Background: an optimization exercise with open tools, aiming at small area. Do not read the settings as production practice. Where RTL was checked, it was by simulation tests only, not by an equivalence proof against the original.

## the reference run
==> flow/design.v <==
module Debounce(
	input i_in,
	input i_clk,
	input i_rst,
	output o_debounced,
	output o_neg,
	output o_pos
);
	parameter CNT_N = 7;
	localparam CNT_BIT = $clog2(CNT_N+1);
	logic o_debounced_r, o_debounced_w;
	logic [CNT_BIT-1:0] counter_r, counter_w;
	logic neg_r, neg_w, pos_r, pos_w;
	assign o_debounced = o_debounced_r;
	assign o_pos = pos_r;
	assign o_neg = neg_r;
	always_comb begin
		pos_w = ~o_debounced_r &  o_debounced_w;
		neg_w =  o_debounced_r & ~o_debounced_w;
		if (i_in != o_debounced_r) begin
			counter_w = counter_r - 1;
		end else begin
			counter_w = CNT_N;
		end
		if (counter_r == 0) begin
			o_debounced_w = ~o_debounced_r;
		end else begin
			o_debounced_w = o_debounced_r;
		end
	end
	always_ff @(posedge i_clk) begin
		if (i_rst) begin
			o_debounced_r <= 1'b1;
			counter_r <= CNT_N;
			neg_r <= 1'b0;
			pos_r <= 1'b0;
		end else begin
			o_debounced_r <= o_debounced_w;
			counter_r <= counter_w;
			neg_r <= neg_w;
			pos_r <= pos_w;
		end
	end
endmodule
module SevenHexDecoder(
	input [6:0] i_hex,
	output logic [6:0] o_seven_hun,
	output logic [6:0] o_seven_ten,
	output logic [6:0] o_seven_one
);
	function automatic [6:0] seg(input [3:0] d);
		case (d)
			0: seg = 7'b1000000; 1: seg = 7'b1111001; 2: seg = 7'b0100100; 3: seg = 7'b0110000;
			4: seg = 7'b0011001; 5: seg = 7'b0010010; 6: seg = 7'b0000010; 7: seg = 7'b1011000;
			8: seg = 7'b0000000; 9: seg = 7'b0010000; default: seg = 7'b1111111;
		endcase
	endfunction
	function automatic [3:0] add3(input [3:0] d);
		case (d)
			5: add3 = 8; 6: add3 = 9; 7: add3 = 10; 8: add3 = 11; 9: add3 = 12;
			default: add3 = d;
		endcase
	endfunction
	wire [3:0] a1 = add3({1'b0, i_hex[6:4]});
	wire [3:0] a2 = add3({a1[2:0], i_hex[3]});
	wire [3:0] a3 = add3({a2[2:0], i_hex[2]});
	wire [3:0] a4 = add3({a3[2:0], i_hex[1]});
	wire [3:0] ones = {a4[2:0], i_hex[0]};
	wire [3:0] b1 = add3({1'b0, a1[3], a2[3], a3[3]});
	wire [4:0] tens_h = {b1, a4[3]};    
	wire hun = tens_h[4];
	wire [3:0] tens = tens_h[3:0];
	wire blank_ten = ~hun & (tens == 0);
	assign o_seven_hun = hun ? 7'b1111001 : 7'b1111111;
	assign o_seven_ten = blank_ten ? 7'b1111111 : seg(tens);
	assign o_seven_one = seg(ones);
endmodule
module Top(
	input i_clk,
	input i_rst,
	input i_start,
	input [17:0] i_sw,
	output logic [6:0] o_random_out
);
	parameter SHOW_NUM = 15;
	parameter DELAY0 = 34;
	parameter DELAY1 = 131;
	parameter DELAY2 = 242;
	parameter DELAY3 = 297;
	parameter DELAY4 = 372;
	localparam [31:0] MUL_T = 32'd48271;      
	localparam [31:0] MUL_R = 32'd22695433;   
	function automatic [8:0] delay_of(input [3:0] n);
		if (n < 5)       delay_of = DELAY0;
		else if (n < 9)  delay_of = DELAY1;
		else if (n < 12) delay_of = DELAY2;
		else if (n < 14) delay_of = DELAY3;
		else             delay_of = DELAY4;
	endfunction
	function automatic [31:0] cdelay_rot(input [3:0] n);
		logic [31:0] c;
		if (n < 5)       c = MUL_T * DELAY0;
		else if (n < 9)  c = MUL_T * DELAY1;
		else if (n < 12) c = MUL_T * DELAY2;
		else if (n < 14) c = MUL_T * DELAY3;
		else             c = MUL_T * DELAY4;
		cdelay_rot = {c[30:0], c[31]};
	endfunction
	logic sw;             
	logic idle;           
	logic [3:0] run_num;  
	logic [8:0] left;     
	logic [31:0] rdm;
	logic [31:0] tmul;    
	logic [31:0] prod;    
	wire done = (run_num == SHOW_NUM);
	wire draw = sw && !done && (idle || left == 0);
	wire [31:0] prod_g = prod & {32{!idle}};
	wire [31:0] sum;
	wire [32:0] sum_c;
	assign sum_c[0] = 1'b0;
	genvar i;
	generate
		for (i = 0; i < 32; i++) begin : sum_add
			FullAdd u(.a(tmul[i]), .b(prod_g[i]), .ci(sum_c[i]), .s(sum[i]), .co(sum_c[i+1]));
		end
	endgenerate
	wire [31:0] rdm_new = (&sum) ? 32'd0 : sum;
	wire [4:0] idx = left[4:0];
	wire [31:0] mul_r_rot = {MUL_R[30:0], MUL_R[31]};
	wire [31:0] cdel = cdelay_rot(run_num);
	wire prod_k = mul_r_rot[idx];
	wire prod_c = cdel[idx];
	wire [31:0] pp = rdm & {32{prod_k}};
	wire [31:0] prod_next;
	wire [31:0] prod_cy;
	assign prod_next[0] = prod_c ^ pp[0];
	assign prod_cy[0] = prod_c & pp[0];
	generate
		for (i = 1; i < 31; i++) begin : prod_add
			FullAdd u(.a(prod[i-1]), .b(pp[i]), .ci(prod_cy[i-1]), .s(prod_next[i]), .co(prod_cy[i]));
		end
	endgenerate
	assign prod_next[31] = prod[30] ^ pp[31] ^ prod_cy[30];
	logic [31:0] tmul_next;
	always_comb begin
		logic c;
		c = 1'b0;
		for (int k = 0; k < 32; k++) begin
			tmul_next[k] = tmul[k] ^ MUL_T[k] ^ c;
			c = (tmul[k] & MUL_T[k]) | (tmul[k] & c) | (MUL_T[k] & c);
		end
	end
	always_ff @(posedge i_clk) begin
		if (i_rst) begin
			sw <= 0;
			idle <= 1;
			run_num <= 0;
			rdm <= 0;
			tmul <= 0;
		end
		else begin
			tmul <= tmul_next;
			if (i_start)
				sw <= ~sw;
			if (sw)
				idle <= 0;
			if (!sw)
				run_num <= 0;
			else if (draw)
				run_num <= run_num + 1;
			if (draw)
				rdm <= rdm_new;
		end
	end
	always_ff @(posedge i_clk) begin
		if (!sw)
			left <= DELAY0;
		else if (draw)
			left <= delay_of(run_num + 1);
		else
			left <= left - 1;
		prod <= prod_next;
	end
	wire [6:0] rem_inc;    
	RemInc rem0(.i_rdm(rdm), .i_m(i_sw[6:0]), .o_rem_inc(rem_inc));
	always_comb begin
		if (!sw)
			o_random_out = 0;
		else if (done && i_sw[17])
			o_random_out = i_sw[16:10];
		else
			o_random_out = rem_inc;
	end
endmodule
module RemInc(input [31:0] i_rdm, input [6:0] i_m, output [6:0] o_rem_inc);
	wire [31:0] rdm = i_rdm;
	wire [6:0] m = i_m;
	wire [6:0] nm = ~m;
	genvar j, i;
	logic [6:0] r [0:7];
	assign r[0] = 7'd0;
	generate
		for (j = 0; j < 7; j++) begin : rs
			wire [7:0] t = {r[j], rdm[31-j]};
			wire [8:0] c;
			wire [7:0] d;
			assign c[0] = 1'b1;
			for (i = 0; i < 8; i++) begin : bit_
				wire mb = (i < 7) ? nm[i] : 1'b1;
				assign d[i] = t[i] ^ mb ^ c[i];
				assign c[i+1] = (t[i] & mb) | (t[i] & c[i]) | (mb & c[i]);
			end
			wire [6:0] keep = (7'd1 << (j + 1)) - 7'd1;
			assign r[j+1] = (c[8] ? d[6:0] : t[6:0]) & keep;
		end
	endgenerate
	logic [6:0] q [7:32];
	logic sub [7:32];
	assign q[7] = r[7];
	assign sub[7] = 1'b1;
	generate
		for (j = 7; j < 32; j++) begin : ns
			NrStage st(.i_r(q[j]), .i_sub(sub[j]), .i_b(rdm[31-j]), .i_m(m), .o_r(q[j+1]), .o_sub(sub[j+1]));
		end
	endgenerate
	wire neg = ~sub[32];
	wire [7:0] cc;
	assign cc[0] = 1'b1;
	generate
		for (i = 0; i < 7; i++) begin : fin
			wire a = m[i] & neg;
			assign o_rem_inc[i] = q[32][i] ^ a ^ cc[i];
			assign cc[i+1] = (q[32][i] & a) | (q[32][i] & cc[i]) | (a & cc[i]);
		end
	endgenerate
endmodule
module NrStage(input [6:0] i_r, input i_sub, input i_b, input [6:0] i_m, output [6:0] o_r, output o_sub);
	wire [7:0] t = {i_r, i_b};
	wire [7:0] c;
	assign o_r[0] = i_b ^ i_m[0];
	assign c[1] = i_sub ? (i_b | ~i_m[0]) : (i_b & i_m[0]);
	genvar i;
	generate
		for (i = 1; i < 7; i++) begin : bit_
			FullAdd u(.a(t[i]), .b(i_m[i] ^ i_sub), .ci(c[i]), .s(o_r[i]), .co(c[i+1]));
		end
	endgenerate
	assign o_sub = ~(t[7] ^ i_sub ^ c[7]);
endmodule
module FullAdd(input a, input b, input ci, output s, output co);
	assign s = a ^ b ^ ci;
	assign co = (a & b) | (a & ci) | (b & ci);
endmodule
module Lab1(
	input CLOCK_50,
	input RST,
	input KEY0,
	input [17:0] SW,
	output [6:0] HEX0,
	output [6:0] HEX1,
	output [6:0] HEX2
);
	logic keydown;
	logic [6:0] random_value;
	Debounce deb0(
		.i_in(KEY0),
		.i_clk(CLOCK_50),
		.i_rst(RST),
		.o_neg(keydown)
	);
	Top top0(
		.i_clk(CLOCK_50),
		.i_rst(RST),
		.i_start(keydown),
		.i_sw(SW),
		.o_random_out(random_value)
	);
	SevenHexDecoder seven_dec0(
		.i_hex(random_value),
		.o_seven_hun(HEX2),
		.o_seven_ten(HEX1),
		.o_seven_one(HEX0)
	);
endmodule
clock: 160.0 ns
lec_check: 0
cap_margin: 20
core_margin: 2
core_utilization: 40
slew_margin: 20
synth_hierarchical: 1
synth_minimum_keep_size: 0
run.sh (not shown) runs the stock make flow with config.mk's settings and CLKGATE_MAP_FILE= SYNTH_SCRIPT=/design/flow/synth_recipe.tcl, a recipe that flattens the netlist after the stock synthesis.
Having completed the whole flow, the reference run delivered a layout that passed the timing, DRC and antenna checks.
Input changes introduced in the trial run (baseline for comparison: the reference run):
diff --git a/flow/design.v b/flow/design.v
--- a/flow/design.v
+++ b/flow/design.v
@@ -56,22 +56,10 @@
 		endcase
 	endfunction
-	function automatic [3:0] add3(input [3:0] d);
-		case (d)
-			5: add3 = 8; 6: add3 = 9; 7: add3 = 10; 8: add3 = 11; 9: add3 = 12;
-			default: add3 = d;
-		endcase
-	endfunction
-	wire [3:0] a1 = add3({1'b0, i_hex[6:4]});
-	wire [3:0] a2 = add3({a1[2:0], i_hex[3]});
-	wire [3:0] a3 = add3({a2[2:0], i_hex[2]});
-	wire [3:0] a4 = add3({a3[2:0], i_hex[1]});
-	wire [3:0] ones = {a4[2:0], i_hex[0]};
-	wire [3:0] b1 = add3({1'b0, a1[3], a2[3], a3[3]});
-	wire [4:0] tens_h = {b1, a4[3]};    
-	wire hun = tens_h[4];
-	wire [3:0] tens = tens_h[3:0];
-	wire blank_ten = ~hun & (tens == 0);
+	wire [3:0] q = i_hex / 10;
+	wire [3:0] ones = i_hex % 10;
+	wire hun = q >= 10;
+	wire [3:0] tens = hun ? q - 4'd10 : q;
 	assign o_seven_hun = hun ? 7'b1111001 : 7'b1111111;
-	assign o_seven_ten = blank_ten ? 7'b1111111 : seg(tens);
+	assign o_seven_ten = (q != 0) ? seg(tens) : 7'b1111111;
 	assign o_seven_one = seg(ones);
 endmodule
@@ -216,14 +204,21 @@
 		end
 	endgenerate
-	logic [6:0] q [7:32];
-	logic sub [7:32];
-	assign q[7] = r[7];
-	assign sub[7] = 1'b1;
+	logic [7:0] q [7:32];
+	assign q[7] = {1'b0, r[7]};
 	generate
 		for (j = 7; j < 32; j++) begin : ns
-			NrStage st(.i_r(q[j]), .i_sub(sub[j]), .i_b(rdm[31-j]), .i_m(m), .o_r(q[j+1]), .o_sub(sub[j+1]));
-		end
-	endgenerate
-	wire neg = ~sub[32];
+			wire sub = ~q[j][7];
+			wire [7:0] t = {q[j][6:0], rdm[31-j]};
+			wire [8:0] c;
+			assign q[j+1][0] = t[0] ^ m[0];
+			assign c[1] = sub ? (t[0] | nm[0]) : (t[0] & m[0]);
+			for (i = 1; i < 7; i++) begin : bit_
+				FullAdd u(.a(t[i]), .b(m[i] ^ sub), .ci(c[i]), .s(q[j+1][i]), .co(c[i+1]));
+			end
+			wire t7s = t[7] ^ sub;
+			assign q[j+1][7] = t7s ^ c[7];
+		end
+	endgenerate
+	wire neg = q[32][7];
 	wire [7:0] cc;
 	assign cc[0] = 1'b1;
@@ -235,17 +230,4 @@
 		end
 	endgenerate
-endmodule
-module NrStage(input [6:0] i_r, input i_sub, input i_b, input [6:0] i_m, output [6:0] o_r, output o_sub);
-	wire [7:0] t = {i_r, i_b};
-	wire [7:0] c;
-	assign o_r[0] = i_b ^ i_m[0];
-	assign c[1] = i_sub ? (i_b | ~i_m[0]) : (i_b & i_m[0]);
-	genvar i;
-	generate
-		for (i = 1; i < 7; i++) begin : bit_
-			FullAdd u(.a(t[i]), .b(i_m[i] ^ i_sub), .ci(c[i]), .s(o_r[i]), .co(c[i+1]));
-		end
-	endgenerate
-	assign o_sub = ~(t[7] ^ i_sub ^ c[7]);
 endmodule
 module FullAdd(input a, input b, input ci, output s, output co);
Findings:
The trial run | status: complete | timing, DRC, antenna: pass. Per the comparison of the trial run with the reference run, instance area at placement rose by 2400 um^2, layout inverter count without the clock tree rose by 19, number of global-route vias before repair rose by 15%, layout cell share with drive strength beyond 1 rose by 15 points. The trial run ended up with HEX0[5] as its capture point of the worst path; the reference run ended up with HEX1[4]. [the trial run] number of DRC markers in iteration 0 rose 40 relative to the reference run. Going from the reference run to the trial run, the portion of the clock cycle consumed by the worst path in the final layout was found to have gone up by 0.36 points. In the trial run the portion of the layout cell area used by clock cells turned out 0.51 points lower than in the reference run. The lower global-route usage of the trial run and the reference run is in the reference run. Final clock skew, the trial run and the reference run: smaller value in the reference run. In the final reports, the cell area of the trial run is larger than that of the reference run. Compared with the reference run, in the trial run share of the final layout cell area in multi-input gates shows an increase of 0.45 points, biggest cell delay along the critical path went up 0.04 ns.
No functional check of the RTL was part of the trial run.

static timing again, ports no longer ideal:
The flow's constraints put no driver on any port. The routed layouts listed below were extracted and timed again, unchanged, in two steps. Step 1 assumes that a clkbuf_16 drives the clock port and a buf_2 every other input. Step 2 also shifts input and output timing later by t, the mid clock arrival at the registers, as if the neighbouring blocks saw the same clock. Three values: no drivers, after step 1, after step 2; two values: the first two.
run | t, ns | setup slack, ns | hold slack, ns
the reference run | 0.453 | 3.319 / 3.294 / 3.294 | 0.413 / 0.413 / 0.413
the trial run | 0.455 | 2.746 / 2.724 / 2.724 | 0.412 / 0.412 / 0.412
After both steps every run listed still meets setup and hold. The setup slack of the reference run, which loses most, moves by -0.025 ns with the drivers and by -0.025 ns with both steps.
